Source: an optimization exercise on an open RTL-to-GDS flow (aim: small area). Production flows keep margins and buffers that such runs may drop. Function was checked by simulation only, so behaviour that the tests miss may differ from the original. Power and IR drop assume default switching activity.

## rev 12
## daq_top
module daq_top (
    input logic clk,
    input logic rst,
    input logic [15:0] adc_ch0,
    input logic [15:0] adc_ch1,
    input logic adc_valid,
    input logic trigger_in,
    input logic [31:0] timestamp_counter,
    input logic [7:0] capture_len_cfg,
    input logic [15:0] error_flags,
    input logic usb_full,
    output logic [7:0] tx_data,
    output logic tx_valid,
    input  logic tx_ready,
    output logic tx_last,
    output logic capture_active,
    output logic [31:0]usb_data,
    output logic usb_wr_en
);
    logic [31:0] ingress_tdata;
    logic ingress_tvalid, ingress_tready;
    logic capture_tvalid, capture_tready;
    logic [31:0] fifo_tdata;
    logic fifo_tvalid, fifo_tready;
    logic [31:0] packet_tdata;
    logic packet_tvalid, packet_tready, packet_tlast;
    logic [31:0] latched_timestamp;
    logic usb_ready;
    data_ingress u_ingress (
        .clk(clk),
        .rst(rst),
        .adc_ch0(adc_ch0),
        .adc_ch1(adc_ch1),
        .adc_valid(adc_valid),
        .m_tdata(ingress_tdata),
        .m_tvalid(ingress_tvalid),
        .m_tready(ingress_tready)
    );
    axi_capture_controller u_capture (
        .clk(clk),
        .rst(rst),
        .s_tvalid(ingress_tvalid),
        .s_tready(ingress_tready),
        .m_tready(capture_tready),
        .m_tvalid(capture_tvalid),
        .trigger_in(trigger_in),
        .capture_len_cfg(capture_len_cfg),
        .timestamp_counter(timestamp_counter),
        .latched_timestamp(latched_timestamp),
        .capture_active(capture_active)
    );
  ...
For scale: roughly 1700 cells after synthesis, ~720 flip-flops, ~140 I/O pins.
==> module axi_fifo, before the edit <==
module axi_fifo (
    input  logic        clk,
    input  logic        rst,
    input  logic [31:0] s_tdata,
    input  logic        s_tvalid,
    output logic        s_tready,
    output logic [31:0] m_tdata,
    output logic        m_tvalid,
    input  logic        m_tready
);
    logic [31:0] mem [0:15];
    logic [3:0] wr_ptr;
    logic [15:0] rd_oh;
    logic [4:0] count;
    wire full  = count[4];
    wire empty = (count == 5'd0);
    wire push  = s_tvalid & ~full;
    wire pop   = m_tvalid & m_tready;
    assign s_tready = ~full;
    always_ff @(posedge clk) begin
        for (int i = 0; i < 16; i++)
            if (!full && wr_ptr == i[3:0]) mem[i] <= s_tdata;
    end
    always_comb begin
        m_tdata = '0;
        for (int i = 0; i < 16; i++)
            m_tdata = m_tdata | ({32{rd_oh[i]}} & mem[i]);
    end
    always_ff @(posedge clk) begin
        if (rst) begin
            wr_ptr   <= '0;
            rd_oh    <= 16'd1;
            count    <= '0;
            m_tvalid <= 1'b0;
        end else begin
            if (push) wr_ptr <= wr_ptr + 4'd1;
            if (pop)  rd_oh <= {rd_oh[14:0], rd_oh[15]};
            if (push && !pop) count <= count + 5'd1;
            else if (pop && !push) count <= count - 5'd1;
            m_tvalid <= !empty && !(count == 5'd1 && pop && !push);
        end
    end
endmodule
==> module axi_packetizer, before the edit <==
module axi_packetizer (
    input  logic        clk,
    input  logic        rst,
    input  logic [31:0] s_tdata,
    input  logic        s_tvalid,
    output logic        s_tready,
    output logic [31:0] m_tdata,
    output logic        m_tvalid,
    input  logic        m_tready,
    output logic        m_tlast,
    input  logic [31:0] timestamp_latched,
    input  logic [7:0]  capture_len_cfg,
    input  logic [15:0] error_flags
);
    localparam logic [2:0] ST_IDLE        = 3'd0,
                           ST_HEADER      = 3'd1,
                           ST_TIMESTAMP   = 3'd2,
                           ST_CHNID       = 3'd3,
                           ST_SAMPLECOUNT = 3'd4,
                           ST_PAYLOAD     = 3'd5,
                           ST_INFO        = 3'd6,
                           ST_DONE        = 3'd7;
    localparam logic [31:0] HEADER = 32'h30415144;
    logic [2:0]  state;
    logic [1:0]  byte_idx;
    logic [1:0]  out_idx;
    logic        word_active, word_active_d;
    logic [7:0]  remaining;
    logic [15:0] error_flags_reg;
    logic [31:0] payload_reg;
    wire st_idle    = (state == ST_IDLE);
    wire st_header  = (state == ST_HEADER);
    wire st_ts      = (state == ST_TIMESTAMP);
    wire st_count   = (state == ST_SAMPLECOUNT);
    wire st_payload = (state == ST_PAYLOAD);
    wire st_info    = (state == ST_INFO);
    assign s_tready = st_idle | (st_payload & ~word_active);
    assign m_tvalid = ~st_idle & (~st_payload | word_active_d);
    assign m_tlast  = (state == ST_DONE);
    wire notify_out = m_tvalid & m_tready;
    wire load_word  = st_payload & ~word_active & s_tvalid;
    logic advance;
    always_comb begin
        case (state)
            ST_IDLE:      advance = s_tvalid;
            ST_HEADER,
            ST_TIMESTAMP: advance = notify_out & (byte_idx == 2'd3);
            ST_PAYLOAD:   advance = notify_out & (byte_idx == 2'd3) & (remaining == 8'd0);
            ST_INFO:      advance = notify_out & byte_idx[0];
            default:      advance = notify_out;
        endcase
    end
    wire idx_inc = notify_out & (st_header | st_ts | st_info | (st_payload & word_active));
    always_ff @(posedge clk) begin
        if (rst) state <= ST_IDLE;
        else if (advance) state <= state + 3'd1;
        if (st_idle) byte_idx <= 2'd0;
        else if (idx_inc) byte_idx <= byte_idx + 2'd1;
        word_active   <= st_payload & (word_active ? ~(notify_out & byte_idx == 2'd3) : s_tvalid);
        word_active_d <= word_active;
        out_idx       <= byte_idx;
        if (st_idle) begin
            remaining       <= capture_len_cfg;
            error_flags_reg <= error_flags;
        end else if (load_word) begin
            remaining <= remaining - 8'd1;
        end
        if (st_idle) payload_reg <= timestamp_latched;
        else if (st_payload && !word_active) payload_reg <= s_tdata;
    end
    logic [31:0] field;
    logic [1:0]  shift;
    always_comb begin
        field = '0;
        if (st_header)  field = HEADER;
        if (st_ts)      field = payload_reg;
        if (st_count)   field = {24'd0, remaining};
        if (st_payload) field = payload_reg;
        if (st_info)    field = {16'd0, error_flags_reg};
        shift = st_payload ? out_idx : byte_idx;
        m_tdata = field >> (8 * shift);
    end
endmodule
Settings: LEC_CHECK=0, CAP_MARGIN=20, CORE_MARGIN=2, CORE_UTILIZATION=40, CTS_BUF_LIST=sky130_fd_sc_hd__clkbuf_8, CTS_CLUSTER_DIAMETER=60, CTS_CLUSTER_SIZE=16, SLEW_MARGIN=20; clock period 5.0 ns.
standard.sh (not shown) runs the stock make flow with config.mk's settings and CLKGATE_MAP_FILE= SYNTH_SCRIPT=/design/flow/synth_recipe.tcl, a recipe that flattens the netlist after the stock synthesis.
==> flow/flow/run.sh <==
#!/bin/bash
# Standard layout (the standard.sh: standard synthesis and ORFS flow) with two
# changes passed as make variables:
#  - port buffers are sky130_fd_sc_hd__buf_1 instead of the default choice;
#  - CTS without dummy loads, with clkbuf_8 and the clustering of config.mk.
# Each tool's full output goes to the ORFS logs under orfs/logs; make's own
# output goes to flow_make.log here.
set -euo pipefail
bash standard.sh \
  "BUFFER_PORTS_ARGS=-buffer_cell sky130_fd_sc_hd__buf_1" \
  "CTS_ARGS=-sink_clustering_enable -repair_clock_nets -dont_use_dummy_load -buf_list sky130_fd_sc_hd__clkbuf_8 -sink_clustering_size 16 -sink_clustering_max_diameter 60" \
  finish > flow_make.log 2>&1
#### Input delta (rev 13 over rev 12)
--- a/flow/design.v
+++ b/flow/design.v
@@ -85,39 +85,34 @@
     output logic [31:0] m_tdata,
     output logic        m_tvalid,
     input  logic        m_tready
 );
     logic [31:0] mem [0:15];
-    logic [3:0] wr_ptr;
-    logic [15:0] rd_oh;
-    logic [4:0] count;
-    wire full  = count[4];
-    wire empty = (count == 5'd0);
-    wire push  = s_tvalid & ~full;
-    wire pop   = m_tvalid & m_tready;
+    logic [16:0] fill;
+    wire full = fill[16];
+    wire push = s_tvalid & ~full;
+    wire pop  = m_tvalid & m_tready;
     assign s_tready = ~full;
     always_ff @(posedge clk) begin
-        for (int i = 0; i < 16; i++)
-            if (!full && wr_ptr == i[3:0]) mem[i] <= s_tdata;
+        if (push) begin
+            mem[0] <= s_tdata;
+            for (int i = 1; i < 16; i++) mem[i] <= mem[i-1];
+        end
     end
     always_comb begin
         m_tdata = '0;
         for (int i = 0; i < 16; i++)
-            m_tdata = m_tdata | ({32{rd_oh[i]}} & mem[i]);
+            m_tdata = m_tdata | ({32{fill[i+1]}} & mem[i]);
     end
     always_ff @(posedge clk) begin
         if (rst) begin
-            wr_ptr   <= '0;
-            rd_oh    <= 16'd1;
-            count    <= '0;
+            fill     <= 17'd1;
             m_tvalid <= 1'b0;
         end else begin
-            if (push) wr_ptr <= wr_ptr + 4'd1;
-            if (pop)  rd_oh <= {rd_oh[14:0], rd_oh[15]};
-            if (push && !pop) count <= count + 5'd1;
-            else if (pop && !push) count <= count - 5'd1;
-            m_tvalid <= !empty && !(count == 5'd1 && pop && !push);
+            if (push && !pop) fill <= {fill[15:0], 1'b0};
+            else if (pop && !push) fill <= {1'b0, fill[16:1]};
+            m_tvalid <= !fill[0] && !(fill[1] && pop && !push);
         end
     end
 endmodule
 module axi_packetizer (
     input  logic        clk,
@@ -187,21 +182,32 @@
             remaining <= remaining - 8'd1;
         end
         if (st_idle) payload_reg <= timestamp_latched;
         else if (st_payload && !word_active) payload_reg <= s_tdata;
     end
-    logic [31:0] field;
-    logic [1:0]  shift;
+    logic [1:0] shift;
+    logic [3:0] sel_hdr, sel_pl;
+    logic [1:0] sel_ef;
     always_comb begin
-        field = '0;
-        if (st_header)  field = HEADER;
-        if (st_ts)      field = payload_reg;
-        if (st_count)   field = {24'd0, remaining};
-        if (st_payload) field = payload_reg;
-        if (st_info)    field = {16'd0, error_flags_reg};
         shift = st_payload ? out_idx : byte_idx;
-        m_tdata = field >> (8 * shift);
+        for (int d = 0; d < 4; d++) begin
+            sel_hdr[d] = st_header & (shift == d[1:0]);
+            sel_pl[d]  = (st_ts | st_payload) & (shift == d[1:0]);
+        end
+        for (int d = 0; d < 2; d++)
+            sel_ef[d] = st_info & (shift == d[1:0]);
+        m_tdata = '0;
+        for (int lane = 0; lane < 4; lane++)
+            for (int d = 0; d < 4 - lane; d++) begin
+                m_tdata[8*lane +: 8] = m_tdata[8*lane +: 8]
+                    | ({8{sel_hdr[d]}} & HEADER[8*(lane+d) +: 8])
+                    | ({8{sel_pl[d]}}  & payload_reg[8*(lane+d) +: 8]);
+                if (lane + d < 2 && d < 2)
+                    m_tdata[8*lane +: 8] = m_tdata[8*lane +: 8]
+                        | ({8{sel_ef[d]}} & error_flags_reg[8*(lane+d) +: 8]);
+            end
+        m_tdata[7:0] = m_tdata[7:0] | ({8{st_count}} & remaining);
     end
 endmodule
 module usb_tx_if (
     input  logic        clk,
     input  logic        rst,
==> run summary <==
From rev 12 to rev 13 the numbers moved as follows: site row count lower; total sequential power lower; number of tap cells added at floorplan lower; post-synthesis cell type count higher; final cycle utilization of the critical path higher.
In the reports for rev 12 and rev 13, the larger non-clock buffer count belongs to rev 12.
The destination of the critical timing path comes out tx_data[0] in one run and tx_data[7] in the other, namely in rev 12 and rev 13 respectively.
Simple-gate portion of the synthesized area (lower): rev 13
Going from rev 12 to rev 13, number of sinks on the clock net down 1.1%, pin count of the biggest net entering global routing now sits higher, synthesized netlist cell count shrank by 126, count of clock-buffer cells in the layout went down, adder-cell share of the synthesized area lost 0.36 points.
The multi-input combinational gate total of rev 13 falls short of that of rev 12 by about 12%.
Cmp rev 13 vs rev 12: global-route usage lower in rev 13

[afterwards: timing with drivers on the ports]
Ports are ideal in the flow. The routed layouts listed here were re-timed in OpenROAD.
Step 1: set_driving_cell puts a clkbuf_16 on clk and a buf_2 on each other input, an assumption about the parent block.
Step 2 also shifts input and output timing later by t, the mid clock arrival at the registers, as if the neighbouring blocks saw the same clock.
Slacks: ideal ports / drivers / drivers and shift; pairs: ideal ports / drivers.
run	t (ns)	setup WS [ns]	worst setup path at the end	slew at the worst register clock pin (ns)
rev 12	0.722	0.697 / 0.642 / 1.331	register to register	0.10 / 0.10
rev 13	0.719	0.353 / 0.298 / 1.016	register to output	0.11 / 0.11
After both steps setup and hold are still met in every run listed.
